Source: an optimization exercise on an open RTL-to-GDS flow (aim: small area, a short achievable clock period and few clock cycles). Production flows keep margins and buffers that such runs may drop.
The RTL was checked by simulation tests, not by an equivalence proof against the original design.

==> flow/design.v (outline; a module is shown in full before it is edited, if it fits) <==
// module geofence: 1451 lines
// module geofence_fa: 6 lines
module geofence (clk, reset, X, Y, valid, is_inside);
  // ...
==> flow/run.sh <==
#!/bin/bash
# synth_recipe.tcl (not shown) runs the flow's synth.tcl, then flattens the netlist and writes it again
# the make line also repeats each setting of config.mk as NAME=value (left out here)
make -C /OpenROAD-flow-scripts/flow DESIGN_CONFIG=/design/flow/config.mk WORK_HOME=/design/flow/orfs CLKGATE_MAP_FILE= SYNTH_SCRIPT=/design/flow/synth_recipe.tcl finish
==> flow/config.mk <==
export PLATFORM = sky130hd
export DESIGN_NAME = geofence
export DESIGN_NICKNAME = geofence
export VERILOG_FILES = /design/flow/design.v
export SDC_FILE = /design/flow/constraint.sdc
export NUM_CORES = 4
export LEC_CHECK = 0
export CAP_MARGIN = 20
export CORE_MARGIN = 2
export CORE_UTILIZATION = 40
export SETUP_SLACK_MARGIN = 5
export SLEW_MARGIN = 20
export SYNTH_HIERARCHICAL = 1
export SYNTH_MINIMUM_KEEP_SIZE = 0
==> flow/constraint.sdc <==
create_clock -name core_clock -period 10.0 [get_ports {clk}]
set_input_delay 2.0000 -clock core_clock [delete_from_list [all_inputs] [get_ports {clk}]]
set_output_delay 2.0000 -clock core_clock [all_outputs]
set_load 0.01 [all_outputs]
==> impl_metrics.py, run 1 <==
metrics = {
    "setup_path": {
        "rrSetupSlack_ns": 4.33,
        "path_cells": "buf_6, nand2_1, fa_1, fa_1, inv_2, fa_1, fa_1, fa_1, fa_1, o22ai_4, nor4_4, o2111ai_2, nor4_2, o211ai_1, nand3_4, nand2b_4, nand2_8",
        "worstSetupEndpoint": "bym[2]$_DFFE_PP_",
        "cp_data_required_time_ns": 10.07,
    },
    "final_layout": {
        "fin_area_um2": 16700,
        "seqCellArea_um2": 2580,
        "buffer_area_frac": 0.0797,
        "layout_commonest_cell": "nand2_1",
        "comb.multi_input.count": 1103,
        "fin_util": 0.471,
        "nFlopsAndLatches": 94,
        "nNonClkBuffers": 145,
        "fill_cells": 3325,
        "fin_cells": 1977,
        "layout_common_cells": "393 x nand2_1, 305 x fa_1, 151 x inv_1",
    },
    "drt": {
        "drtPass1Iterations": 5,
    },
    "synthesis": {
        "synth_top_cell_by_area": "fa_1",
        "synth_async_sr_flop_share": 0.0532,
        "synthTopCellsByCount": "399 x nand2_1, 324 x fa_1, 157 x inv_1",
        "synthCells": 1436,
        "syn_area_um2": 14500,
        "avgSynthCellArea_um2": 10.1,
        "yosysMostFrequentCell": "nand2_1",
        "ys_seq_elements": 94,
    },
    "timing": {
        "drv_slew": 0,
        "fin_setup_tns_ns": 0,
        "period_minus_slack_ns": 5.67,
        "hold_ws_ns": 0.488,
        "finalWorstSetupSlack_ns": 4.33,
        "finalClockSkew_ns": 0.0145,
        "rsz0062_at_grt": "yes",
    },
    "global_route": {
        "first_global_vias": 11800,
        "grt_max_degree": 24,
        "met2_usage": 0.352,
    },
    "clock_tree": {
        "ctsHoldBuffers": 0,
        "clock-root-buffer": "clkbuf_16",
        "cts_tree": "yes",
    },
    "min_path": {
        "min_from": "ph[0]$_DFF_PP0_",
        "holdPathStages": 1,
    },
    "run_status": {
        "outcome": "complete, no violations",
    },
    "placed_design": {
        "pre_cts_slack_ns": 3.95,
    },
}
Testbench counts, summed over its fixed seeds: cycles 21,600.
==> run 2: changes to the inputs <==
--- a/flow/config.mk
+++ b/flow/config.mk
@@ -9,3 +9,4 @@
 export CORE_MARGIN = 2
-export CORE_UTILIZATION = 40
+export CORE_UTILIZATION = 60
+export PLACE_DENSITY = 0.8
 export SETUP_SLACK_MARGIN = 5
==> run 2 against run 1 <==
Compared with the run above:
- critical path depth grew 3
- die area decreased by 33%
- fmax is 4.6% lower
- count of clock-buffer cells in the layout unchanged
- global-route usage up 11 points
- flip-flop and latch count did not move
- critical path type unchanged
- critical endpoint is now bym[5]$_DFFE_PP_
- largest cell class unchanged
- highest routed layer unchanged
==> impl_metrics.py, run 2 <==
metrics = {
    "run_status": {
        "outcome": "complete, no violations",
    },
    "setup_path": {
        "reg2reg_from": "axm[5]$_DFFE_PP_",
        "cp-start-kind": "register",
        "startpoint": "axm[5]$_DFFE_PP_",
        "cp_data_required_time_ns": 10.07,
        "critPathKind": "register to register",
        "end_kind": "register",
        "rr_worst_depth": 20,
        "r2r-end": "bym[5]$_DFFE_PP_",
        "worstSetupEndpoint": "bym[5]$_DFFE_PP_",
        "rrSetupSlack_ns": 4.05,
        "critical_path_arrival_ns": 6.02,
        "path_max_fanout": 5,
    },
    "timing": {
        "drv_slew": 0,
        "finalClockSkew_ns": 0.0172,
        "finalWorstSetupSlack_ns": 4.05,
        "period_minus_slack_ns": 5.95,
        "slew-limit-headroom": 0.354,
        "max_freq_ghz": 0.168,
        "worst_pin_slew_ns": 0.966,
        "hold_ws_ns": 0.486,
        "fin_crit_sh": 0.595,
        "fin_setup_tns_ns": 0,
        "rsz0062_at_grt": "yes",
        "setup_viol": 0,
        "hold_viol": 0,
    },
    "floorplanning": {
        "core-area_um2": 23500,
        "num_io_pins": 24,
        "die_w_um": 159,
        "initial_core_util": 0.614,
        "die_h_um": 159,
        "die_area_um2": 25300,
        "rows": 56,
    },
    "placed_design": {
        "dp.cells": 1707,
        "portBuffers": 23,
        "finalWeightedCongestion": 0.903,
        "dp_hpwl_um": 24700,
        "dpl_cell_area_um2": 15000,
        "pre_cts_slack_ns": 3.87,
    },
    "synthesis": {
        "synth_nets": 1851,
        "synth_top_cell_by_area": "fa_1",
        "syn_area_um2": 14500,
        "synthTopCellsByCount": "399 x nand2_1, 324 x fa_1, 157 x inv_1",
        "avgSynthCellArea_um2": 10.1,
        "synth_warnings": 7,
        "synthCells": 1436,
        "ys_seq_elements": 94,
        "synth_cell_types": 71,
        "synth_edf_count": 65,
        "yosysMostFrequentCell": "nand2_1",
        "synth_async_sr_flop_share": 0.0532,
        "synth_top_area_frac": 0.449,
        "synth-seq-area-share": 0.177,
        "synth.area.top_cells": "fa_1 45%, edfxtp_1 14%, nand2_1 10%",
        "synthFlopType": "edfxtp_1",
    },
    "final_layout": {
        "drive_gt1_frac": 0.164,
        "fin_nets": 1938,
        "fin_cells": 1848,
        "seqCellArea_um2": 2590,
        "fill_cells": 1594,
        "area_growth_pct": 15.1,
        "layout_common_cells": "393 x nand2_1, 300 x fa_1, 150 x inv_1",
        "fin_util": 0.706,
        "fin_area_um2": 16600,
        "multi_input_area_um2": 11400,
        "layout_commonest_cell": "nand2_1",
    },
    "global_route": {
        "gr-total-overflow": 0,
        "grt_pass1_wl_um": 62700,
        "grt_max_degree": 24,
        "grtUsageTotal": 0.314,
        "first_global_vias": 12400,
        "antenna_found_initial": 1,
    },
    "clock_tree": {
        "path_clk_slew_ns": 0.08,
        "clkLatencyLatePin_ns": 0.36,
        "numCtsBuffers": 9,
        "clock-root-buffer": "clkbuf_16",
        "cts_tree": "yes",
        "clockBufferDepth": 2,
        "htreeDepth": 3,
        "clkSinkCount": 94,
    },
    "drt": {
        "wirelength_um": 40800,
        "drc": 0,
        "drtPass1Iterations": 8,
        "vias": 11600,
        "first_iter_violations": 1498,
        "final_antenna_net_count": 0,
        "viasPerCell": 6.29,
        "wl_per_cell_um": 22.1,
    },
    "min_path": {
        "min_from": "ph[0]$_DFF_PP0_",
        "hold_class": "register to register",
    },
    "run": {
        "drv_cap": 0,
    },
}
-- run 2: kinds of logic (layout without fill, tap and decap cells) --
family / Yosys count / in the layout / share of synthesized area
other: 0 / 1 / 0
adders and majority gates: 394 / 394 / 0.509
xor gates and xnor gates: 40 / 40 / 0.0253
DFF: 94 / 94 / 0.177
AOI/OAI and AO/OA: 128 / 128 / 0.0644
and+or+nand+nor: 535 / 539 / 0.158
muxes: 4 / 4 / 0.00372
buffers and inverters: 241 / 329 / 0.0628
-- run 2: Yosys stat by module (local to each module, per instance) --
module       cells inside  area, µm²  flops+latches
geofence_fa             1       20.0              0
geofence             1114       8000             94
-- run 2: how the worst min path moves through the flow --
stage                             to  slack, ns  cells after the start
global placement     ph[0]$_DFF_PP0_       0.47                      1
detailed placement   ph[0]$_DFF_PP0_       0.47                      1
global route         ph[0]$_DFF_PP0_       0.52                      1
floorplan           aym[7]$_DFFE_PP_       0.45                      0
finish               ph[0]$_DFF_PP0_       0.49                      1
CTS                  ph[0]$_DFF_PP0_       0.49                      1
-- run 2: critical path, cell delays in order (launching register included) --
cell,delay (ns)
edfxtp_1,0.56
nand2_2,0.12
fa_1,0.51
fa_1,0.56
inv_2,0.06
fa_1,0.54
inv_2,0.06
fa_2,0.36
inv_2,0.08
fa_1,0.45
fa_2,0.65
o22ai_4,0.11
nor4_4,0.33
buf_4,0.18
buf_4,0.10
nand4_1,0.13
o2111ai_2,0.12
o211ai_1,0.13
nand3_2,0.20
nand2b_4,0.27
nand2_4,0.13
-- run 2: per-layer routing --
| metal | share of wire | GRT usage |
|---|---|---|
| met1 | 0.33 | 0.397 |
| met2 | 0.48 | 0.520 |
| met3 | 0.11 | 0.0646 |
| met4 | 0.078 | 0.155 |
| met5 | 0 | 0 |
-- run 2: area by class of cell --
class | count | area share
inverters | 158 | 0.0357
repair buffers | 155 | 0.0824
diodes | 1 | 0.000150
clock inverters | 7 | 0.00384
flip-flops and latches | 94 | 0.156
well taps | 319 | 0.0240
multi-input cells | 1105 | 0.685
clock buffers | 9 | 0.0135
-- run 2: repair_timing --
item,4_1_cts,5_1_grt
buffers inserted,85,34
gates resized for setup,55,56
hold buffers,0,0
gates cloned,2,3
pin swaps,32,36
setup endpoints to repair,53,49
==> run 3: changes to the inputs <==
--- a/flow/config.mk
+++ b/flow/config.mk
@@ -10,3 +10,2 @@
 export CORE_UTILIZATION = 60
-export PLACE_DENSITY = 0.8
 export SETUP_SLACK_MARGIN = 5
==> run 3 against run 2 <==
Compared with the run above:
- via count is 7.3% lower
- critical path depth is 4 lower
- hold slack better by 0.0059 ns
- flip-flop and latch count stayed put
- setup slack better by 0.33 ns
- highest routed layer unchanged
- fmax is 5.9% higher
- register-to-register slack better by 0.33 ns
- die area stayed put
- clock skew is 0.0090 ns lower
- critical path type unchanged
- cell area is 0.73% lower
==> impl_metrics.py, run 3 <==
metrics = {
    "final_layout": {
        "layout_common_cells": "391 x nand2_1, 306 x fa_1, 151 x inv_1",
        "layout_commonest_cell": "nand2_1",
        "drive_gt1_frac": 0.145,
        "area_growth_pct": 14.3,
        "fin_nets": 1917,
        "antenna_cells": 0,
    },
    "floorplanning": {
        "die_area_um2": 25300,
        "core-area_um2": 23500,
        "rows": 56,
        "die_w_um": 159,
        "die_h_um": 159,
        "initial_core_util": 0.614,
        "num_io_pins": 24,
    },
    "timing": {
        "finalClockSkew_ns": 0.00817,
        "period_minus_slack_ns": 5.62,
        "setup_viol": 0,
        "fin_setup_tns_ns": 0,
        "hold_viol": 0,
        "worst_pin_slew_ns": 0.983,
        "max_freq_ghz": 0.178,
        "drv_slew": 0,
        "slew-limit-headroom": 0.344,
        "fin_crit_sh": 0.562,
        "rsz0062_at_grt": "yes",
    },
    "synthesis": {
        "synth-seq-area-share": 0.177,
        "synth_cell_types": 71,
        "synth_warnings": 7,
        "syn_area_um2": 14500,
        "synth.area.top_cells": "fa_1 45%, edfxtp_1 14%, nand2_1 10%",
        "synthTopCellsByCount": "399 x nand2_1, 324 x fa_1, 157 x inv_1",
        "synth_nets": 1851,
        "synth_async_sr_flop_share": 0.0532,
        "muxShareOfSynthArea": 0.00372,
        "ys_seq_elements": 94,
        "synth_xor_area_frac": 0.0253,
        "synth_top_area_frac": 0.449,
        "synthSimpleGateAreaFrac": 0.158,
        "synth_edf_count": 65,
        "synthFlopType": "edfxtp_1",
        "avgSynthCellArea_um2": 10.1,
        "synth_top_cell_by_area": "fa_1",
        "synth-compound-area-share": 0.0644,
        "synth_top_family_by_area": "adder cells",
        "synth_fa_ha_area_frac": 0.509,
        "synthCells": 1436,
        "yosysMostFrequentCell": "nand2_1",
    },
    "clock_tree": {
        "numCtsBuffers": 9,
        "clkSinkCount": 94,
        "clock-root-buffer": "clkbuf_16",
        "cts_tree": "yes",
        "clkLatencyLatePin_ns": 0.34,
        "path_clk_slew_ns": 0.07,
        "htreeDepth": 3,
        "clockBufferDepth": 2,
    },
    "drt": {
        "wirelength_um": 38000,
        "viasPerCell": 5.90,
        "wl_per_cell_um": 20.8,
        "final_antenna_net_count": 0,
        "first_iter_violations": 906,
        "drc": 0,
        "drtPass1Iterations": 7,
        "vias": 10800,
    },
    "placed_design": {
        "dp_hpwl_um": 25400,
        "portBuffers": 23,
        "finalWeightedCongestion": 0.884,
    },
    "setup_path": {
        "path_max_fanout": 23,
        "end_kind": "register",
        "cp_data_required_time_ns": 10.05,
        "cp-start-kind": "register",
        "critPathKind": "register to register",
        "critical_path_arrival_ns": 5.67,
    },
    "global_route": {
        "grtUsageTotal": 0.318,
        "first_global_vias": 11900,
        "grt_pass1_wl_um": 62500,
        "gr-total-overflow": 0,
        "antenna_found_initial": 0,
        "grt_max_degree": 24,
    },
    "run_status": {
        "outcome": "complete, no violations",
    },
    "run": {
        "drv_cap": 0,
    },
    "min_path": {
        "hold_class": "register to register",
    },
}
## run 3: layout make-up
class,instances,area [µm²]
multi-input cells,1105,11400
well taps,319,399
clock buffers,13,292
inverters,158,593
repair buffers,134,1240
flip-flops and latches,94,2580
fillers,1806,7030
clock inverters,3,46.3
## run 3: worst paths after layout
check,end,slack [ns],cells past startpoint,from
min in group asynchronous,valid$_DFF_PP0_,1.85,2,reset
max in group asynchronous,ph[1]$_DFF_PP0_,7.98,2,reset
worst min-delay path,ph[0]$_DFF_PP0_,0.49,1,ph[0]$_DFF_PP0_
worst max register to register,aym[9]$_DFFE_PP_,4.38,16,vxm[6]$_DFF_P_
worst min register to register,ph[0]$_DFF_PP0_,0.49,1,ph[0]$_DFF_PP0_
worst max-delay path,aym[9]$_DFFE_PP_,4.38,16,vxm[6]$_DFF_P_
## run 3: metal layers
layer,up-vias,global-route usage,share of wire
met5,-,0,0
met3,99,0.0529,0.084
met2,496,0.531,0.49
li1,4665,-,-
met1,5510,0.426,0.39
met4,0,0.116,0.035
## run 3: stage by stage
step | std cells | area (µm²) | setup WS, ns | util | hold slack (ns)
CTS | 1824 | 16400 | 4.43 | 0.696 | 0.496
detailed placement | 1709 | 15000 | 3.74 | 0.636 | 0.487
global route | 1826 | 16500 | 4.22 | 0.701 | 0.525
floorplan | 1436 | 14700 | 4.68 | - | 0.446
global placement | 1709 | 15000 | 3.90 | 0.636 | 0.479
finish | 1826 | 16500 | 4.38 | 0.701 | 0.492
## run 3: per-module statistics from Yosys, one instance, submodules excluded
module,flip-flops and latches,cells
geofence_fa,0,1
geofence,94,1114
## run 3: kinds of logic after synthesis
family                     count (synthesis)
AOI/OAI and AO/OA                        128
xor gates and xnor gates                  40
adders and majority gates                394
buffers and inverters                    241
DFF                                       94
muxes                                      4
and+or+nand+nor                          535
## run 3: worst max-delay path, stage by stage, from the launching register on
cell and delay [ns]:
dfxtp_1 0.35, buf_8 0.23, nand2_1 0.12, fa_1 0.54
fa_1 0.48, fa_1 0.41, fa_1 0.58, fa_1 0.44
fa_1 0.57, o22ai_2 0.09, nor3_1 0.34, and3_1 0.24
o41ai_2 0.07, o21ai_2 0.15, mux2i_4 0.33, nand2b_4 0.27
nand2_8 0.11
## run 3: what timing repair did
item	4_1_cts	5_1_grt
gates resized for setup	69	20
buffers inserted	96	1
pin swaps	31	10
endpoints found under the hold margin	0	0
hold buffers	0	0
setup endpoints to repair	52	50
cloned	3	1
==> run 4: changes to the inputs <==
--- a/flow/config.mk
+++ b/flow/config.mk
@@ -9,3 +9,3 @@
 export CORE_MARGIN = 2
-export CORE_UTILIZATION = 60
+export CORE_UTILIZATION = 75
 export SETUP_SLACK_MARGIN = 5
==> run 4 against run 3 <==
Compared with the run above:
- wire length is 3.6% higher
- cell area fell by 1.3%
- sequential share of layout area increased by 0.30 points
- first-iteration DRC count increased by 28%
- clock skew grew 0.0012 ns
- cell count shrank 3.1%
- still clean on timing, DRC and antenna
- synthesized cell count unchanged
==> impl_metrics.py, run 4 <==
metrics = {
    "timing": {
        "worst_pin_slew_ns": 0.977,
        "period_minus_slack_ns": 5.68,
        "fin_setup_tns_ns": 0,
        "max_freq_ghz": 0.176,
        "setup_viol": 0,
        "drv_slew": 0,
        "fin_crit_sh": 0.568,
        "hold_viol": 0,
        "finalClockSkew_ns": 0.00932,
        "slew-limit-headroom": 0.348,
        "rsz0062_at_grt": "yes",
    },
    "setup_path": {
        "critPathMaxStageDelay_ns": 0.65,
        "rr_worst_depth": 18,
        "critPathKind": "register to register",
        "path_delay_family": "adder cells",
        "end_kind": "register",
        "r2r-end": "bym[4]$_DFFE_PP_",
        "path_cells": "nand2_1, fa_1, fa_1, fa_2, inv_2, fa_2, inv_2, fa_1, fa_1, o22ai_2, buf_4, o31ai_1, a21oi_2, o21a_1, o2111ai_2, nand3_2, nand2b_4, nand2_8",
        "path_max_fanout": 11,
        "reg2reg_from": "aym[8]$_DFFE_PP_",
        "critical_path_buf_inv_count": 3,
        "critical_path_arrival_ns": 5.72,
        "cp-start-kind": "register",
        "startpoint": "aym[8]$_DFFE_PP_",
        "critical_path.most_common_cell": "fa_1",
        "cp.depth": 18,
        "slowest_stage": "edfxtp_1",
        "worstSetupEndpoint": "bym[4]$_DFFE_PP_",
        "rrSetupSlack_ns": 4.32,
        "cp_data_required_time_ns": 10.05,
    },
    "synthesis": {
        "syn_area_um2": 14500,
        "synth_async_sr_flop_share": 0.0532,
        "synth_edf_count": 65,
        "synth_top_area_frac": 0.449,
        "avgSynthCellArea_um2": 10.1,
        "synth_nets": 1851,
        "ys_seq_elements": 94,
        "synthFlopType": "edfxtp_1",
        "synth_cell_types": 71,
        "synth-seq-area-share": 0.177,
        "synth.area.top_cells": "fa_1 45%, edfxtp_1 14%, nand2_1 10%",
        "synth_top_cell_by_area": "fa_1",
        "synthTopCellsByCount": "399 x nand2_1, 324 x fa_1, 157 x inv_1",
        "synthCells": 1436,
        "synth_warnings": 7,
        "yosysMostFrequentCell": "nand2_1",
    },
    "final_layout": {
        "layout_common_cells": "391 x nand2_1, 307 x fa_1, 152 x inv_1",
        "seqCellArea_um2": 2600,
        "fill_cells": 931,
        "area_growth_pct": 12.8,
        "antenna_cells": 0,
        "fin_util": 0.866,
        "multi_input_area_um2": 11400,
        "layout_commonest_cell": "nand2_1",
        "drive_gt1_frac": 0.150,
        "fin_nets": 1919,
    },
    "clock_tree": {
        "clock-root-buffer": "clkbuf_16",
        "clkSinkCount": 94,
        "numCtsBuffers": 9,
        "cts_tree": "yes",
        "path_clk_slew_ns": 0.07,
        "clkLatencyLatePin_ns": 0.35,
        "clockBufferDepth": 2,
        "ctsHoldBuffers": 0,
        "htreeDepth": 3,
    },
    "placed_design": {
        "dp_hpwl_um": 25000,
        "portBuffers": 23,
        "finalWeightedCongestion": 0.937,
    },
    "global_route": {
        "grt_pass1_wl_um": 62800,
        "grt_max_degree": 24,
        "antenna_found_initial": 0,
        "gr-total-overflow": 0,
        "first_global_vias": 12400,
        "grtUsageTotal": 0.408,
    },
    "floorplanning": {
        "rows": 50,
        "die_h_um": 143,
        "core-area_um2": 18800,
        "num_io_pins": 24,
        "die_w_um": 143,
        "initial_core_util": 0.767,
        "die_area_um2": 20400,
    },
    "drt": {
        "route.met3.wl_um": 4430,
        "drtPass1Iterations": 6,
        "highest_layer": "met4",
        "drc": 0,
        "wirelength_um": 39400,
        "viasPerCell": 6.44,
        "dr_wl_met2_um": 19100,
        "met1_length_um": 13200,
        "first_iter_violations": 1158,
        "final_antenna_net_count": 0,
        "wl_per_cell_um": 22.3,
        "vias": 11400,
    },
    "min_path": {
        "hold_class": "register to register",
    },
    "run": {
        "drv_cap": 0,
    },
    "run_status": {
        "outcome": "complete, no violations",
    },
}
[run 4: cell counts after synthesis]
Identical to the previous run, type by type.
[run 4: worst min path at each step]
stage               depth (start not counted)  slack (ns)       startpoint          endpoint
floorplan                                   0        0.45   vym[7]$_DFF_P_  aym[7]$_DFFE_PP_
global placement                            1        0.48  ph[0]$_DFF_PP0_   ph[0]$_DFF_PP0_
detailed placement                          1        0.48  ph[0]$_DFF_PP0_   ph[0]$_DFF_PP0_
CTS                                         1        0.49  ph[0]$_DFF_PP0_   ph[0]$_DFF_PP0_
global route                                1        0.53  ph[0]$_DFF_PP0_   ph[0]$_DFF_PP0_
finish                                      1        0.49  ph[0]$_DFF_PP0_   ph[0]$_DFF_PP0_
[run 4: kinds of logic after synthesis]
kind of cell / share of synthesized area
compound gates: 0.0644
xor+xnor: 0.0253
simple gates: 0.158
buf+inv: 0.0628
fa+ha+maj: 0.509
flops: 0.177
mux: 0.00372
[run 4: metal layers]
layer,up-vias,GRT usage
met1,5711,0.507
met5,-,0
met4,0,0.232
li1,4675,-
met3,230,0.0949
met2,784,0.666
[run 4: per-module statistics from Yosys (local to each module, per instance)]
module       copies in the design  cells  area [µm²]  flip-flops and latches
geofence_fa                   322      1        20.0                       0
geofence                        1   1114        8000                      94
[run 4: through the flow]
step	instance area, µm²	cells	hold slack, ns	worst slack [ns]
6_report	16300	1769	0.488	4.32
4_1_cts	16000	1752	0.486	4.42
5_1_grt	16300	1769	0.530	4.13
3_3_place_gp	14900	1644	0.475	3.97
3_5_place_dp	14900	1644	0.477	3.73
2_1_floorplan	14700	1436	0.446	4.68
[run 4: layout make-up]
type / instances / area share
inverter: 158 / 0.0364
clock buffer: 10 / 0.0140
multi-input combinational: 1102 / 0.697
timing repair buffer: 139 / 0.0708
sequential: 94 / 0.159
tap: 260 / 0.0200
clock inverter: 6 / 0.00230
[run 4: worst register-to-register path: cells and delay by family (launching register included)]
kind / cells / cell delay, ns
fa+ha+maj: 6 / 2.88
buf+inv: 3 / 0.25
flops: 1 / 0.65
simple gates: 4 / 0.75
compound gates: 5 / 0.85
[run 4: what timing repair did]
action,CTS,global route
gates resized for setup,66,25
pin swaps,38,20
gates cloned,1,0
buffers inserted,91,17
endpoints found under the setup margin,54,52
==> run 5: changes to the inputs <==
--- a/flow/config.mk
+++ b/flow/config.mk
@@ -9,4 +9,4 @@
 export CORE_MARGIN = 2
-export CORE_UTILIZATION = 75
-export SETUP_SLACK_MARGIN = 5
+export CORE_UTILIZATION = 40
+export SETUP_SLACK_MARGIN = 3
 export SLEW_MARGIN = 20
==> run 5 against run 4 <==
Compared with the run above:
- via count decreased by 11%
- setup slack worse by 0.90 ns
- hold slack worse by 0.0046 ns
- count of clock-buffer cells in the layout is 1 lower
- non-clock buffer count shrank 96
- critical path depth did not move
- global-route usage decreased by 21 points
- utilization is 43 points lower
- critical path type unchanged
- largest cell class unchanged
==> impl_metrics.py, run 5 <==
metrics = {
    "run_status": {
        "outcome": "complete, no violations",
    },
    "placed_design": {
        "dp_hpwl_um": 26400,
        "pre_cts_slack_ns": 3.03,
        "dp.cells": 1857,
        "portBuffers": 23,
        "finalWeightedCongestion": 0.861,
    },
    "final_layout": {
        "fin_cells": 1875,
        "layout_commonest_cell": "nand2_1",
        "drive_gt1_frac": 0.0425,
        "fin_util": 0.433,
        "layout_common_cells": "397 x nand2_1, 324 x fa_1, 157 x inv_1",
        "area_growth_pct": 6.61,
        "fin_nets": 1822,
    },
    "global_route": {
        "gr-total-overflow": 0,
        "use_met3": 0.0327,
        "grtUsageTotal": 0.201,
        "grt_busiest_layer": "met2",
        "grt_pass1_wl_um": 59900,
        "use_met1": 0.270,
        "met2_usage": 0.337,
        "first_global_vias": 11300,
        "antenna_found_initial": 1,
        "grt_max_degree": 24,
    },
    "timing": {
        "setup_viol": 0,
        "fin_crit_sh": 0.658,
        "hold_viol": 0,
        "drv_slew": 0,
        "fin_setup_tns_ns": 0,
        "period_minus_slack_ns": 6.58,
        "rsz0062_at_grt": "no",
        "max_freq_ghz": 0.152,
        "worst_pin_slew_ns": 1.05,
        "slew-limit-headroom": 0.301,
        "hold_ws_ns": 0.484,
        "finalClockSkew_ns": 0.00840,
        "finalWorstSetupSlack_ns": 3.42,
    },
    "drt": {
        "wl_per_cell_um": 19.0,
        "final_antenna_net_count": 0,
        "first_iter_violations": 665,
        "vias": 10200,
        "viasPerCell": 5.43,
        "drc": 0,
        "wirelength_um": 35600,
        "drtPass1Iterations": 6,
    },
    "setup_path": {
        "r2r-end": "bym[6]$_DFFE_PP_",
        "rr_worst_depth": 18,
        "startpoint": "vym[8]$_DFF_P_",
        "critPathKind": "register to register",
        "path_max_fanout": 22,
        "critical_path_arrival_ns": 6.57,
        "end_kind": "register",
        "cp-start-kind": "register",
        "worstSetupEndpoint": "bym[6]$_DFFE_PP_",
        "cp_data_required_time_ns": 9.98,
        "rrSetupSlack_ns": 3.42,
        "reg2reg_from": "vym[8]$_DFF_P_",
    },
    "clock_tree": {
        "path_clk_slew_ns": 0.07,
        "numCtsBuffers": 9,
        "clockBufferDepth": 2,
        "cts_tree": "yes",
        "clkLatencyLatePin_ns": 0.35,
        "clkSinkCount": 94,
        "clock-root-buffer": "clkbuf_16",
        "htreeDepth": 3,
    },
    "synthesis": {
        "synth-seq-area-share": 0.177,
        "synth_cell_types": 71,
        "synth_top_cell_by_area": "fa_1",
        "synthCells": 1436,
        "synth_async_sr_flop_share": 0.0532,
        "synthTopCellsByCount": "399 x nand2_1, 324 x fa_1, 157 x inv_1",
        "synthFlopType": "edfxtp_1",
        "yosysMostFrequentCell": "nand2_1",
        "synth_edf_count": 65,
        "synth_warnings": 7,
        "ys_seq_elements": 94,
        "synth.area.top_cells": "fa_1 45%, edfxtp_1 14%, nand2_1 10%",
        "synth_top_area_frac": 0.449,
        "avgSynthCellArea_um2": 10.1,
        "syn_area_um2": 14500,
        "synth_nets": 1851,
    },
    "floorplanning": {
        "die_h_um": 194,
        "initial_core_util": 0.406,
        "num_io_pins": 24,
        "core-area_um2": 35600,
        "die_area_um2": 37700,
        "rows": 69,
        "die_w_um": 194,
    },
    "run": {
        "drv_cap": 0,
    },
    "min_path": {
        "min_from": "ph[0]$_DFF_PP0_",
        "hold_class": "register to register",
    },
}
-- run 5: repair_timing --
item | 4_1_cts | 5_1_grt
hold buffers | 0 | 0
gates resized for setup | 0 | 5
setup buffers | 0 | 0
setup endpoints to repair | 0 | 44
-- run 5: kinds of logic (layout without fill, tap and decap cells) --
kind of cell	count (synthesis)	after routing	share of synthesized area
multiplexers	4	4	0.00372
other	0	2	0
flip-flops	94	94	0.177
buffers and inverters	241	217	0.0628
AND/OR/NAND/NOR	535	535	0.158
AO/OA/AOI/OAI	128	128	0.0644
adder cells (fa/ha/maj)	394	394	0.509
XOR/XNOR	40	40	0.0253
-- run 5: worst min-delay path by stage --
stage	end	slack, ns	depth (start not counted)
2_1_floorplan	ph[0]$_DFF_PP0_	0.45	1
3_3_place_gp	ph[0]$_DFF_PP0_	0.47	1
3_5_place_dp	ph[0]$_DFF_PP0_	0.48	1
4_1_cts	ph[0]$_DFF_PP0_	0.49	1
5_1_grt	ph[0]$_DFF_PP0_	0.53	1
6_report	ph[0]$_DFF_PP0_	0.48	1
-- run 5: area by class of cell --
class,count,area [µm²]
inverters,158,593
clock inverters,7,61.3
clock buffers,9,225
fillers,3457,20200
diodes,2,5.00
well taps,461,577
flip-flops and latches,94,2560
multi-input cells,1101,11000
repair buffers,43,380
-- run 5: metal layers --
layer,up-vias,routed length [µm]
met5,-,10
met3,78,2630
met1,5246,14800
met4,2,976
met2,389,17200
li1,4473,-
-- run 5: metrics by stage --
step / area [µm²]
3_3_place_gp: 15100
2_1_floorplan: 14500
5_1_grt: 15400
3_5_place_dp: 15100
4_1_cts: 15400
6_report: 15400
-- run 5: worst max-delay path, cell delays in order, from the launching register on --
cell and delay, ns:
dfxtp_2 0.50, buf_4 0.25, nand2_1 0.09, fa_1 0.46
fa_1 0.40, fa_1 0.51, inv_1 0.05, fa_1 0.44
fa_1 0.43, fa_1 0.45, fa_1 0.56, o22ai_1 0.14
nor4_2 0.42, o2111ai_1 0.19, nor4_1 0.38, o211ai_1 0.16
nand3_1 0.23, nand2b_1 0.21, nand2_2 0.33
-- run 5: per-module statistics from Yosys (local to each module, per instance) --
module       flip-flops and latches  copies in the design  area, µm²  cells
geofence                         94                     1       8000   1114
geofence_fa                       0                   322       20.0      1
==> run 6: changes to the inputs <==
--- a/flow/config.mk
+++ b/flow/config.mk
@@ -9,4 +9,4 @@
 export CORE_MARGIN = 2
-export CORE_UTILIZATION = 40
-export SETUP_SLACK_MARGIN = 3
+export CORE_UTILIZATION = 50
+export SETUP_SLACK_MARGIN = 5
 export SLEW_MARGIN = 20
@@ -14 +14,2 @@
 export SYNTH_MINIMUM_KEEP_SIZE = 0
+export TNS_END_PERCENT = 0
==> run 6 against run 5 <==
Compared with the run above:
- fmax up 17%
- non-clock buffer count up 72
- via count up 3.1%
- count of clock-buffer cells in the layout unchanged
- cell count down 0.37%
- critical path type unchanged
==> impl_metrics.py, run 6 <==
metrics = {
    "clock_tree": {
        "ctsHoldBuffers": 0,
        "cts_tree": "yes",
        "path_clk_slew_ns": 0.07,
        "clkSinkCount": 94,
        "clock-root-buffer": "clkbuf_16",
        "clkLatencyLatePin_ns": 0.34,
        "htreeDepth": 3,
        "numCtsBuffers": 9,
        "clockBufferDepth": 2,
    },
    "placed_design": {
        "dp.cells": 1777,
        "finalWeightedCongestion": 0.868,
        "portBuffers": 23,
        "dp_hpwl_um": 26000,
    },
    "setup_path": {
        "critical_path.most_common_cell": "fa_1",
        "end_kind": "register",
        "path_max_fanout": 23,
        "slowest_stage": "fa_1",
        "cp.depth": 19,
        "critical_path_buf_inv_count": 4,
        "path_cells": "buf_8, nand2_1, fa_1, fa_1, inv_1, fa_1, inv_1, fa_1, inv_1, fa_1, fa_1, o22ai_1, nor4_4, o2111ai_1, nor4_2, o211ai_1, nand3_2, nand2b_4, nand2_8",
        "critical_path_arrival_ns": 5.71,
        "rr_worst_depth": 19,
        "critPathKind": "register to register",
        "cp_data_required_time_ns": 10.06,
        "path_delay_family": "adder cells",
        "reg2reg_from": "vym[6]$_DFF_P_",
        "startpoint": "vym[6]$_DFF_P_",
        "critPathMaxStageDelay_ns": 0.54,
        "cp-start-kind": "register",
    },
    "synthesis": {
        "synth_edf_count": 65,
        "ys_seq_elements": 94,
        "synth_cell_types": 71,
        "synth_async_sr_flop_share": 0.0532,
        "synth.area.top_cells": "fa_1 45%, edfxtp_1 14%, nand2_1 10%",
        "synth_warnings": 7,
        "synth_fa_ha_area_frac": 0.509,
        "synthTopCellsByCount": "399 x nand2_1, 324 x fa_1, 157 x inv_1",
        "synth_xor_area_frac": 0.0253,
        "synth_top_family_by_area": "adder cells",
        "yosysMostFrequentCell": "nand2_1",
        "muxShareOfSynthArea": 0.00372,
        "synth_nets": 1851,
        "synth-seq-area-share": 0.177,
        "avgSynthCellArea_um2": 10.1,
        "synth_top_cell_by_area": "fa_1",
        "synthFlopType": "edfxtp_1",
        "syn_area_um2": 14500,
        "synthCells": 1436,
        "synthSimpleGateAreaFrac": 0.158,
        "synth_top_area_frac": 0.449,
        "synth-compound-area-share": 0.0644,
    },
    "timing": {
        "setup_viol": 0,
        "finalClockSkew_ns": 0.00732,
        "fin_setup_tns_ns": 0,
        "fin_crit_sh": 0.565,
        "slew-limit-headroom": 0.346,
        "hold_viol": 0,
        "worst_pin_slew_ns": 0.979,
        "rsz0062_at_grt": "yes",
        "max_freq_ghz": 0.177,
        "period_minus_slack_ns": 5.65,
        "drv_slew": 0,
    },
    "drt": {
        "wl_per_cell_um": 20.1,
        "drc": 0,
        "final_antenna_net_count": 0,
        "vias": 10500,
        "wirelength_um": 37500,
        "viasPerCell": 5.62,
        "drtPass1Iterations": 6,
        "first_iter_violations": 702,
    },
    "final_layout": {
        "area_growth_pct": 11.0,
        "fin_util": 0.562,
        "seqCellArea_um2": 2570,
        "fin_nets": 1894,
        "drive_gt1_frac": 0.104,
        "multi_input_area_um2": 11100,
        "layout_common_cells": "396 x nand2_1, 314 x fa_1, 154 x inv_1",
        "fin_cells": 1868,
        "antenna_cells": 0,
        "layout_commonest_cell": "nand2_1",
        "fill_cells": 2557,
    },
    "min_path": {
        "holdPathStages": 1,
        "hold_class": "register to register",
        "min_from": "ph[0]$_DFF_PP0_",
    },
    "floorplanning": {
        "initial_core_util": 0.506,
        "die_w_um": 174,
        "rows": 62,
        "die_h_um": 174,
        "die_area_um2": 30300,
        "core-area_um2": 28500,
        "num_io_pins": 24,
    },
    "global_route": {
        "gr-total-overflow": 0,
        "grt_pass1_wl_um": 61600,
        "antenna_found_initial": 0,
        "first_global_vias": 11500,
        "grtUsageTotal": 0.266,
        "grt_max_degree": 24,
    },
    "run_status": {
        "outcome": "complete, no violations",
    },
    "run": {
        "drv_cap": 0,
    },
}
## run 6: cell families (layout without fill, tap and decap cells)
group | count (synthesis) | count (layout)
DFF | 94 | 94
buffers and inverters | 241 | 289
AOI/OAI and AO/OA | 128 | 128
xor gates and xnor gates | 40 | 40
muxes | 4 | 4
and+or+nand+nor | 535 | 535
adders and majority gates | 394 | 394
## run 6: path summary, 6_finish.rpt
check                                    to  slack, ns
max reg2reg                bxm[7]$_DFFE_PP_       4.35
max in group asynchronous   ph[2]$_DFF_PP0_       7.98
max                        bxm[7]$_DFFE_PP_       4.35
min in group asynchronous   ph[1]$_DFF_PP0_       1.85
min reg2reg                 ph[0]$_DFF_PP0_       0.49
min                         ph[0]$_DFF_PP0_       0.49
## run 6: Yosys stat by module, one instance, submodules excluded
module / flip-flops and latches / cells inside / cell area [µm²] / times used
geofence: 94 / 1114 / 8000 / 1
geofence_fa: 0 / 1 / 20.0 / 322
## run 6: area by class of cell
| type | count | area share |
|---|---|---|
| multi-input cells | 1101 | 0.693 |
| repair buffers | 115 | 0.0615 |
| inverters | 158 | 0.0370 |
| clock inverters | 7 | 0.00398 |
| flip-flops and latches | 94 | 0.160 |
| well taps | 384 | 0.0300 |
| clock buffers | 9 | 0.0140 |
## run 6: what timing repair did
item | in CTS | in global routing
setup endpoints to repair | 51 | 54
gates resized for setup | 21 | 2
pin swaps | 0 | 1
setup buffers | 69 | 6
## run 6: routing by layer
metal  GRT usage  routed length [µm]
met4      0.0777                1090
met2       0.451               18600
met3      0.0490                3200
met5           0                   0
met1       0.350               14600
## run 6: stage by stage
step	setup WS, ns	area [µm²]	hold WS, ns
global route	4.12	16000	0.511
finish	4.35	16000	0.490
detailed placement	3.64	15100	0.483
floorplan	4.68	14600	0.446
global placement	3.82	15100	0.476
CTS	4.37	16000	0.493
==> run 7: changes to the inputs <==
--- a/flow/config.mk
+++ b/flow/config.mk
@@ -7,7 +7,7 @@
 export LEC_CHECK = 0
-export CAP_MARGIN = 20
+export CAP_MARGIN = 0
 export CORE_MARGIN = 2
-export CORE_UTILIZATION = 50
+export CORE_UTILIZATION = 60
 export SETUP_SLACK_MARGIN = 5
-export SLEW_MARGIN = 20
+export SLEW_MARGIN = 0
 export SYNTH_HIERARCHICAL = 1
==> run 7 against run 6 <==
Compared with the run above:
- still clean on timing, DRC and antenna
- via count rose by 0.44%
- cell area fell by 0.14%
- sequential share of layout area rose by 0.093 points
- global-route usage rose by 3.7 points
- utilization rose by 12 points
- wire length fell by 3.2%
- register-to-register slack barely moved
- critical path type unchanged
- critical endpoint is now bxm[4]$_DFFE_PP_
==> impl_metrics.py, run 7 <==
metrics = {
    "timing": {
        "fin_crit_sh": 0.565,
        "max_freq_ghz": 0.177,
        "finalClockSkew_ns": 0.00661,
        "rsz0062_at_grt": "yes",
        "finalWorstSetupSlack_ns": 4.35,
        "fin_setup_tns_ns": 0,
        "setup_viol": 0,
        "worst_pin_slew_ns": 0.966,
        "period_minus_slack_ns": 5.65,
        "slew-limit-headroom": 0.355,
        "hold_viol": 0,
        "drv_slew": 0,
    },
    "setup_path": {
        "path_max_fanout": 22,
        "critical_path_arrival_ns": 5.70,
        "cp-start-kind": "register",
        "path_delay_family": "adder cells",
        "end_kind": "register",
        "critPathKind": "register to register",
        "critical_path_buf_inv_count": 3,
        "cp.depth": 19,
        "critPathMaxStageDelay_ns": 0.57,
        "slowest_stage": "fa_1",
        "critical_path.most_common_cell": "fa_2",
        "rr_worst_depth": 19,
        "rrSetupSlack_ns": 4.35,
        "cp_data_required_time_ns": 10.05,
        "path_cells": "nand2_4, fa_2, fa_2, fa_1, inv_2, fa_2, inv_2, fa_2, inv_2, fa_1, fa_1, o22ai_2, nor4_4, o2111ai_1, nor4_2, o211ai_1, nand3_2, nand2b_4, nand2_8",
    },
    "final_layout": {
        "layout_common_cells": "396 x nand2_1, 313 x fa_1, 154 x inv_1",
        "layout_commonest_cell": "nand2_1",
        "drive_gt1_frac": 0.108,
        "fill_cells": 1882,
        "fin_nets": 1897,
        "multi_input_area_um2": 11100,
        "seqCellArea_um2": 2580,
        "antenna_cells": 0,
        "area_growth_pct": 10.8,
    },
    "run": {
        "drv_cap": 0,
    },
    "floorplanning": {
        "die_h_um": 159,
        "rows": 56,
        "num_io_pins": 24,
        "die_area_um2": 25300,
        "die_w_um": 159,
        "initial_core_util": 0.614,
        "core-area_um2": 23500,
    },
    "placed_design": {
        "dp_hpwl_um": 25500,
        "finalWeightedCongestion": 0.901,
        "pre_cts_slack_ns": 3.69,
        "portBuffers": 23,
    },
    "drt": {
        "final_antenna_net_count": 0,
        "wl_per_cell_um": 20.1,
        "wirelength_um": 36300,
        "drtPass1Iterations": 6,
        "vias": 10600,
        "first_iter_violations": 824,
        "viasPerCell": 5.84,
        "drc": 0,
    },
    "clock_tree": {
        "clock-root-buffer": "clkbuf_16",
        "cts_tree": "yes",
        "path_clk_slew_ns": 0.06,
        "clockBufferDepth": 2,
        "ctsHoldBuffers": 0,
        "clkLatencyLatePin_ns": 0.34,
        "numCtsBuffers": 9,
        "htreeDepth": 3,
        "clkSinkCount": 94,
    },
    "synthesis": {
        "ys_seq_elements": 94,
        "synth_nets": 1851,
        "synthFlopType": "edfxtp_1",
        "synth_async_sr_flop_share": 0.0532,
        "synth.area.top_cells": "fa_1 45%, edfxtp_1 14%, nand2_1 10%",
        "yosysMostFrequentCell": "nand2_1",
        "synthCells": 1436,
        "synth_top_cell_by_area": "fa_1",
        "synth-seq-area-share": 0.177,
        "synth_cell_types": 71,
        "syn_area_um2": 14500,
        "synth_warnings": 7,
        "avgSynthCellArea_um2": 10.1,
        "synthTopCellsByCount": "399 x nand2_1, 324 x fa_1, 157 x inv_1",
        "synth_top_area_frac": 0.449,
        "synth_edf_count": 65,
    },
    "global_route": {
        "grtUsageTotal": 0.303,
        "antenna_found_initial": 0,
        "gr-total-overflow": 0,
        "first_global_vias": 11500,
        "grt_pass1_wl_um": 59300,
        "grt_max_degree": 24,
    },
    "min_path": {
        "hold_class": "register to register",
        "holdPathStages": 1,
    },
    "run_status": {
        "outcome": "complete, no violations",
    },
}
[run 7: cell counts after synthesis]
No cell type changed its count.
[run 7: kinds of logic after synthesis]
family,after synthesis,share of synthesized area
flops,94,0.177
xor+xnor,40,0.0253
simple gates,535,0.158
mux,4,0.00372
buf+inv,241,0.0628
compound gates,128,0.0644
fa+ha+maj,394,0.509
[run 7: cell type report]
class | count | area share
Multi-Input combinational cell | 1102 | 0.696
Tap cell | 319 | 0.0249
Sequential cell | 94 | 0.161
Clock buffer | 11 | 0.0145
Clock inverter | 5 | 0.00461
Timing Repair Buffer | 117 | 0.0618
Inverter | 158 | 0.0370
[run 7: what timing repair did]
| item | CTS | global route |
|---|---|---|
| setup buffers | 67 | 14 |
| endpoints found under the setup margin | 53 | 54 |
| gates resized for setup | 22 | 10 |
| gates cloned | 0 | 1 |
[run 7: modules after synthesis (local to each module, per instance)]
module	cells inside	copies in the design	cell area, µm²
geofence_fa	1	322	20.0
geofence	1114	1	8000
[run 7: path summary, 6_finish.rpt]
check / start / endpoint
min: ph[0]$_DFF_PP0_ / ph[0]$_DFF_PP0_
max: vym[7]$_DFF_P_ / bxm[4]$_DFFE_PP_
max reg2reg: vym[7]$_DFF_P_ / bxm[4]$_DFFE_PP_
min in group asynchronous: reset / valid$_DFF_PP0_
max in group asynchronous: reset / ph[1]$_DFF_PP0_
min reg2reg: ph[0]$_DFF_PP0_ / ph[0]$_DFF_PP0_
[run 7: layer usage]
metal  share of wire  global-route usage  wire, µm
met4           0.038               0.109      1370
met1            0.39               0.400     14200
met2            0.49               0.510     17700
met3           0.085              0.0529      3070
met5               0                   0         0
[run 7: worst register-to-register path: stages (launching register included)]
cell and delay [ns]:
dfxtp_4 0.49, nand2_4 0.08, fa_2 0.41, fa_2 0.37, fa_1 0.50, inv_2 0.05, fa_2 0.53, inv_2 0.04
fa_2 0.34, inv_2 0.06, fa_1 0.42, fa_1 0.57, o22ai_2 0.11, nor4_4 0.21, o2111ai_1 0.18, nor4_2 0.30
o211ai_1 0.18, nand3_2 0.19, nand2b_4 0.19, nand2_8 0.13
[run 7: per-stage QoR]
step / instance area (µm²) / util / instances / hold slack [ns]
final: 16000 / 0.680 / 1806 / 0.489
after floorplan: 14600 / - / 1436 / 0.446
after global routing: 16000 / 0.680 / 1806 / 0.516
after global placement: 15000 / 0.636 / 1708 / 0.487
after detailed placement: 15000 / 0.636 / 1708 / 0.482
after CTS: 15900 / 0.673 / 1791 / 0.493
==> run 8: changes to the inputs <==
--- a/flow/config.mk
+++ b/flow/config.mk
@@ -7,3 +7,4 @@
 export LEC_CHECK = 0
-export CAP_MARGIN = 0
+export CAP_MARGIN = 20
+export CORE_ASPECT_RATIO = 0.5
 export CORE_MARGIN = 2
@@ -11,3 +12,3 @@
 export SETUP_SLACK_MARGIN = 5
-export SLEW_MARGIN = 0
+export SLEW_MARGIN = 20
 export SYNTH_HIERARCHICAL = 1
==> run 8 against run 7 <==
Compared with the run above:
- non-clock buffer count fell by 5
- critical path depth down 3
- utilization fell by 1.0 points
- critical endpoint unchanged
- synthesized area is the same
- via count fell by 0.13%
- fmax fell by 0.67%
- cell count shrank 0.55%
- setup slack worse by 0.038 ns
- synthesized cell count stayed put
==> impl_metrics.py, run 8 <==
metrics = {
    "drt": {
        "drc": 0,
        "vias": 10500,
        "first_iter_violations": 885,
        "wirelength_um": 36000,
        "drtPass1Iterations": 5,
        "viasPerCell": 5.87,
        "wl_per_cell_um": 20.0,
        "final_antenna_net_count": 0,
    },
    "clock_tree": {
        "ctsHoldBuffers": 0,
        "htreeDepth": 3,
        "cts_tree": "yes",
        "path_clk_slew_ns": 0.06,
        "clock-root-buffer": "clkbuf_16",
        "numCtsBuffers": 9,
        "clkLatencyLatePin_ns": 0.34,
        "clockBufferDepth": 2,
        "clkSinkCount": 94,
    },
    "synthesis": {
        "synth-seq-area-share": 0.177,
        "synth_top_area_frac": 0.449,
        "synth_warnings": 7,
        "synth_nets": 1851,
        "synth.area.top_cells": "fa_1 45%, edfxtp_1 14%, nand2_1 10%",
        "synthFlopType": "edfxtp_1",
        "avgSynthCellArea_um2": 10.1,
        "yosysMostFrequentCell": "nand2_1",
        "synth_cell_types": 71,
        "synth_top_cell_by_area": "fa_1",
        "syn_area_um2": 14500,
        "synthCells": 1436,
        "synth_async_sr_flop_share": 0.0532,
        "synth_edf_count": 65,
        "synthTopCellsByCount": "399 x nand2_1, 324 x fa_1, 157 x inv_1",
        "ys_seq_elements": 94,
    },
    "global_route": {
        "use_met1": 0.457,
        "grt_busiest_layer": "met2",
        "grtUsageTotal": 0.306,
        "use_met3": 0.0757,
        "antenna_found_initial": 0,
        "met2_usage": 0.460,
        "first_global_vias": 11300,
        "grt_pass1_wl_um": 59400,
        "gr-total-overflow": 0,
        "grt_max_degree": 24,
    },
    "final_layout": {
        "fin_cells": 1796,
        "multi_input_area_um2": 11100,
        "drive_gt1_frac": 0.108,
        "layout_commonest_cell": "nand2_1",
        "fin_util": 0.670,
        "antenna_cells": 0,
        "area_growth_pct": 10.4,
        "seqCellArea_um2": 2590,
        "layout_common_cells": "396 x nand2_1, 314 x fa_1, 154 x inv_1",
        "fin_nets": 1891,
        "fill_cells": 1851,
    },
    "setup_path": {
        "rr_worst_depth": 16,
        "path_cells": "nand2_1, fa_1, fa_1, inv_1, fa_1, fa_1, fa_1, fa_1, o22ai_1, nor4_4, a31oi_1, o21a_1, o2111ai_1, nand3_2, nand2b_4, nand2_8",
        "critical_path_arrival_ns": 5.71,
        "critPathMaxStageDelay_ns": 0.58,
        "cp_data_required_time_ns": 10.03,
        "slowest_stage": "fa_1",
        "cp-start-kind": "register",
        "end_kind": "register",
        "path_max_fanout": 23,
        "critical_path.most_common_cell": "fa_1",
        "critPathKind": "register to register",
    },
    "timing": {
        "max_freq_ghz": 0.176,
        "slew-limit-headroom": 0.454,
        "hold_viol": 0,
        "period_minus_slack_ns": 5.68,
        "finalClockSkew_ns": 0.00717,
        "setup_viol": 0,
        "worst_pin_slew_ns": 0.812,
        "fin_crit_sh": 0.568,
        "hold_ws_ns": 0.484,
        "rsz0062_at_grt": "yes",
        "drv_slew": 0,
        "fin_setup_tns_ns": 0,
    },
    "placed_design": {
        "portBuffers": 23,
        "finalWeightedCongestion": 0.892,
        "dp.cells": 1701,
        "dp_hpwl_um": 26800,
    },
    "run": {
        "drv_cap": 0,
    },
    "floorplanning": {
        "die_w_um": 223,
        "num_io_pins": 24,
        "die_h_um": 114,
        "core-area_um2": 23800,
        "die_area_um2": 25400,
        "initial_core_util": 0.607,
        "rows": 40,
    },
    "run_status": {
        "outcome": "complete, no violations",
    },
    "min_path": {
        "hold_class": "register to register",
        "holdPathStages": 1,
    },
}
## run 8: cell types whose count changed in the layout (fill, tap and decap cells not counted), sizes merged
cell / previous run / this run
buf: 94 / 89
bufinv: 2 / 1
clkbuf: 11 / 9
clkinv: 4 / 5
clkinvlp: 0 / 2
nand2: 400 / 399
## run 8: cell families after synthesis
family	synth area share
adders and majority gates	0.509
AOI/OAI and AO/OA	0.0644
muxes	0.00372
DFF	0.177
and+or+nand+nor	0.158
xor gates and xnor gates	0.0253
buffers and inverters	0.0628
## run 8: worst paths after layout
check	startpoint	to	slack (ns)
max	vym[4]$_DFF_P_	bxm[4]$_DFFE_PP_	4.32
min	ph[0]$_DFF_PP0_	ph[0]$_DFF_PP0_	0.48
max reg2reg	vym[4]$_DFF_P_	bxm[4]$_DFFE_PP_	4.32
min reg2reg	ph[0]$_DFF_PP0_	ph[0]$_DFF_PP0_	0.48
max in group asynchronous	reset	ph[0]$_DFF_PP0_	7.98
min in group asynchronous	reset	valid$_DFF_PP0_	1.85
## run 8: layout make-up
cell class | instances | share of cell area
Multi-Input combinational cell | 1101 | 0.697
Sequential cell | 94 | 0.163
Timing Repair Buffer | 112 | 0.0595
Inverter | 158 | 0.0372
Tap cell | 315 | 0.0247
Clock buffer | 9 | 0.0141
Clock inverter | 7 | 0.00471
## run 8: through the flow
step	instance area, µm²	worst slack (ns)
4_1_cts	15900	4.37
2_1_floorplan	14600	4.68
3_3_place_gp	14900	3.79
3_5_place_dp	14900	3.53
5_1_grt	16000	4.07
6_report	16000	4.32
## run 8: what timing repair did
| action | in CTS | in global routing |
|---|---|---|
| buffers inserted | 78 | 0 |
| pin swaps | 2 | 1 |
| setup endpoints to repair | 53 | 54 |
| gates resized for setup | 35 | 0 |
## run 8: critical path, delay by kind of cell (launching register included)
family                   cells  cell delay (ns)
AO/OA/AOI/OAI                4             0.69
adder cells (fa/ha/maj)      6             2.91
buffers and inverters        1             0.05
flip-flops                   1             0.57
AND/OR/NAND/NOR              5             1.13
## run 8: Yosys stat by module, one instance, submodules excluded
module | cells inside | flip-flops and latches | cell area, µm²
geofence | 1114 | 94 | 8000
geofence_fa | 1 | 0 | 20.0
## run 8: routing by layer
metal / part of all wire / vias to the layer above
met4: 0.018 / 0
met2: 0.44 / 554
li1: - / 4616
met1: 0.43 / 5300
met5: 0 / -
met3: 0.12 / 67
==> run 9: changes to the inputs <==
--- a/flow/config.mk
+++ b/flow/config.mk
@@ -8,5 +8,5 @@
 export CAP_MARGIN = 20
-export CORE_ASPECT_RATIO = 0.5
 export CORE_MARGIN = 2
 export CORE_UTILIZATION = 60
+export GPL_ROUTABILITY_DRIVEN = 0
 export SETUP_SLACK_MARGIN = 5
==> run 9 against run 8 <==
Compared with the run above:
- synthesized cell count unchanged
- setup slack better by 0.038 ns
- global-route usage is 0.36 points lower
- first-iteration DRC count decreased by 6.9%
- still clean
- hold slack better by 0.0049 ns
==> impl_metrics.py, run 9 <==
metrics = {
    "setup_path": {
        "cp.depth": 19,
        "critical_path.most_common_cell": "fa_2",
        "critical_path_buf_inv_count": 3,
        "r2r-end": "bxm[4]$_DFFE_PP_",
        "cp-start-kind": "register",
        "cp_data_required_time_ns": 10.05,
        "critical_path_arrival_ns": 5.70,
        "reg2reg_from": "vym[7]$_DFF_P_",
        "critPathKind": "register to register",
        "path_delay_family": "adder cells",
        "worstSetupEndpoint": "bxm[4]$_DFFE_PP_",
        "path_cells": "nand2_4, fa_2, fa_2, fa_1, inv_2, fa_2, inv_2, fa_2, inv_2, fa_1, fa_1, o22ai_2, nor4_4, o2111ai_1, nor4_2, o211ai_1, nand3_2, nand2b_4, nand2_8",
        "slowest_stage": "fa_1",
        "rr_worst_depth": 19,
        "end_kind": "register",
        "rrSetupSlack_ns": 4.35,
        "path_max_fanout": 22,
        "critPathMaxStageDelay_ns": 0.57,
        "startpoint": "vym[7]$_DFF_P_",
    },
    "synthesis": {
        "ys_seq_elements": 94,
        "synthTopCellsByCount": "399 x nand2_1, 324 x fa_1, 157 x inv_1",
        "synth-seq-area-share": 0.177,
        "synth_edf_count": 65,
        "synth_top_cell_by_area": "fa_1",
        "synth.area.top_cells": "fa_1 45%, edfxtp_1 14%, nand2_1 10%",
        "synthCells": 1436,
        "yosysMostFrequentCell": "nand2_1",
        "synth_warnings": 7,
        "synth_top_area_frac": 0.449,
        "synth_async_sr_flop_share": 0.0532,
        "avgSynthCellArea_um2": 10.1,
        "syn_area_um2": 14500,
        "synthFlopType": "edfxtp_1",
        "synth_nets": 1851,
        "synth_cell_types": 71,
    },
    "global_route": {
        "grtUsageTotal": 0.303,
        "use_met3": 0.0529,
        "grt_max_degree": 24,
        "antenna_found_initial": 0,
        "first_global_vias": 11500,
        "met2_usage": 0.510,
        "grt_pass1_wl_um": 59300,
        "grt_busiest_layer": "met2",
        "gr-total-overflow": 0,
        "use_met1": 0.400,
    },
    "final_layout": {
        "area_growth_pct": 10.8,
        "drive_gt1_frac": 0.108,
        "layout_common_cells": "396 x nand2_1, 313 x fa_1, 154 x inv_1",
        "layout_commonest_cell": "nand2_1",
        "antenna_cells": 0,
        "fin_nets": 1897,
        "fin_cells": 1806,
    },
    "min_path": {
        "hold_class": "register to register",
        "min_from": "ph[0]$_DFF_PP0_",
    },
    "drt": {
        "wl_per_cell_um": 20.1,
        "final_antenna_net_count": 0,
        "drc": 0,
        "first_iter_violations": 824,
        "vias": 10600,
        "viasPerCell": 5.84,
        "drtPass1Iterations": 6,
        "wirelength_um": 36300,
    },
    "clock_tree": {
        "clkLatencyLatePin_ns": 0.34,
        "path_clk_slew_ns": 0.06,
        "clock-root-buffer": "clkbuf_16",
        "ctsHoldBuffers": 0,
        "numCtsBuffers": 9,
        "htreeDepth": 3,
        "cts_tree": "yes",
        "clkSinkCount": 94,
        "clockBufferDepth": 2,
    },
    "timing": {
        "rsz0062_at_grt": "yes",
        "slew-limit-headroom": 0.355,
        "max_freq_ghz": 0.177,
        "hold_viol": 0,
        "fin_crit_sh": 0.565,
        "worst_pin_slew_ns": 0.966,
        "period_minus_slack_ns": 5.65,
        "finalClockSkew_ns": 0.00661,
        "fin_setup_tns_ns": 0,
        "setup_viol": 0,
        "finalWorstSetupSlack_ns": 4.35,
        "drv_slew": 0,
    },
    "run_status": {
        "outcome": "complete, no violations",
    },
    "floorplanning": {
        "num_io_pins": 24,
        "core-area_um2": 23500,
        "initial_core_util": 0.614,
        "die_h_um": 159,
        "rows": 56,
        "die_w_um": 159,
        "die_area_um2": 25300,
    },
    "placed_design": {
        "dp_hpwl_um": 25500,
        "dp.cells": 1708,
        "pre_cts_slack_ns": 3.69,
        "portBuffers": 23,
    },
    "run": {
        "drv_cap": 0,
    },
}
==> run 9: timing repair <==
item	CTS	global route
setup endpoints to repair	53	54
gates resized for setup	22	10
gates cloned	0	1
setup buffers	67	14
==> run 9: logic make-up (layout without fill, tap and decap cells) <==
family | count (synthesis) | in the layout | synth area share
AND/OR/NAND/NOR | 535 | 536 | 0.158
multiplexers | 4 | 4 | 0.00372
XOR/XNOR | 40 | 40 | 0.0253
buffers and inverters | 241 | 291 | 0.0628
adder cells (fa/ha/maj) | 394 | 394 | 0.509
flip-flops | 94 | 94 | 0.177
AO/OA/AOI/OAI | 128 | 128 | 0.0644
==> run 9: final cells by class <==
cell class                 count  area (µm²)
clock buffer                  11         233
clock inverter                 5        73.8
fill                        1882        7530
inverter                     158         593
multi-input combinational   1102       11100
sequential                    94        2580
tap                          319         399
timing repair buffer         117         990
==> run 9: worst min-delay path by stage <==
stage,slack [ns],end,cells after the start
after floorplan,0.45,aym[7]$_DFFE_PP_,0
after global placement,0.49,ph[0]$_DFF_PP0_,1
after detailed placement,0.48,ph[0]$_DFF_PP0_,1
after CTS,0.49,ph[0]$_DFF_PP0_,1
after global routing,0.52,ph[0]$_DFF_PP0_,1
final,0.49,ph[0]$_DFF_PP0_,1
==> run 9: metrics by stage <==
stage / hold slack [ns] / cell area (µm²) / utilization
final: 0.489 / 16000 / 0.680
after global routing: 0.516 / 16000 / 0.680
after CTS: 0.493 / 15900 / 0.673
after detailed placement: 0.482 / 15000 / 0.636
after global placement: 0.487 / 15000 / 0.636
after floorplan: 0.446 / 14600 / -
==> run 9: routing by layer <==
metal,vias to the layer above,share of wire
met2,469,0.49
met5,-,0
met1,5354,0.39
met4,0,0.038
met3,99,0.085
li1,4629,-
==> run 9: Yosys stat by module, one instance, submodules excluded <==
module / cells inside / area (µm²)
geofence: 1114 / 8000
geofence_fa: 1 / 20.0

[separate check: timing with driven ports]
How much do the figures lean on ideal ports? The routed layouts below were timed once more, with nothing changed but the port constraints. Step 1: set_driving_cell puts a clkbuf_16 on clk and a buf_2 on each other input, an assumption about the parent block. Step 2 moves the port delays by t, midway between the first and last clock arrival at a register: inputs arrive t later, outputs are due t later. That takes back most of the time a late clock gives input paths. a / b / c = ideal ports / drivers / drivers and shift; a / b = the first two.
run	t (ns)	setup WS [ns]	hold slack, ns	worst setup path after step 2	cell pins on the clock port's net
run 1	0.378	4.327 / 4.327 / 4.327	0.488 / 0.488 / 0.488	register to register	1
run 2	0.387	4.054 / 4.054 / 4.054	0.486 / 0.486 / 0.486	register to register	1
run 3	0.378	4.383 / 4.383 / 4.383	0.492 / 0.492 / 0.492	register to register	1
run 4	0.383	4.323 / 4.323 / 4.323	0.488 / 0.488 / 0.488	register to register	1
run 5	0.387	3.419 / 3.419 / 3.419	0.484 / 0.484 / 0.484	register to register	1
run 6	0.378	4.352 / 4.352 / 4.319	0.490 / 0.490 / 0.490	input to register	1
run 7	0.382	4.354 / 4.354 / 4.190	0.489 / 0.489 / 0.489	input to register	1
run 8	0.374	4.316 / 4.316 / 4.156	0.484 / 0.484 / 0.484	input to register	1
run 9	0.382	4.354 / 4.354 / 4.190	0.489 / 0.489 / 0.489	input to register	1
After both steps setup and hold are still met in every run listed.
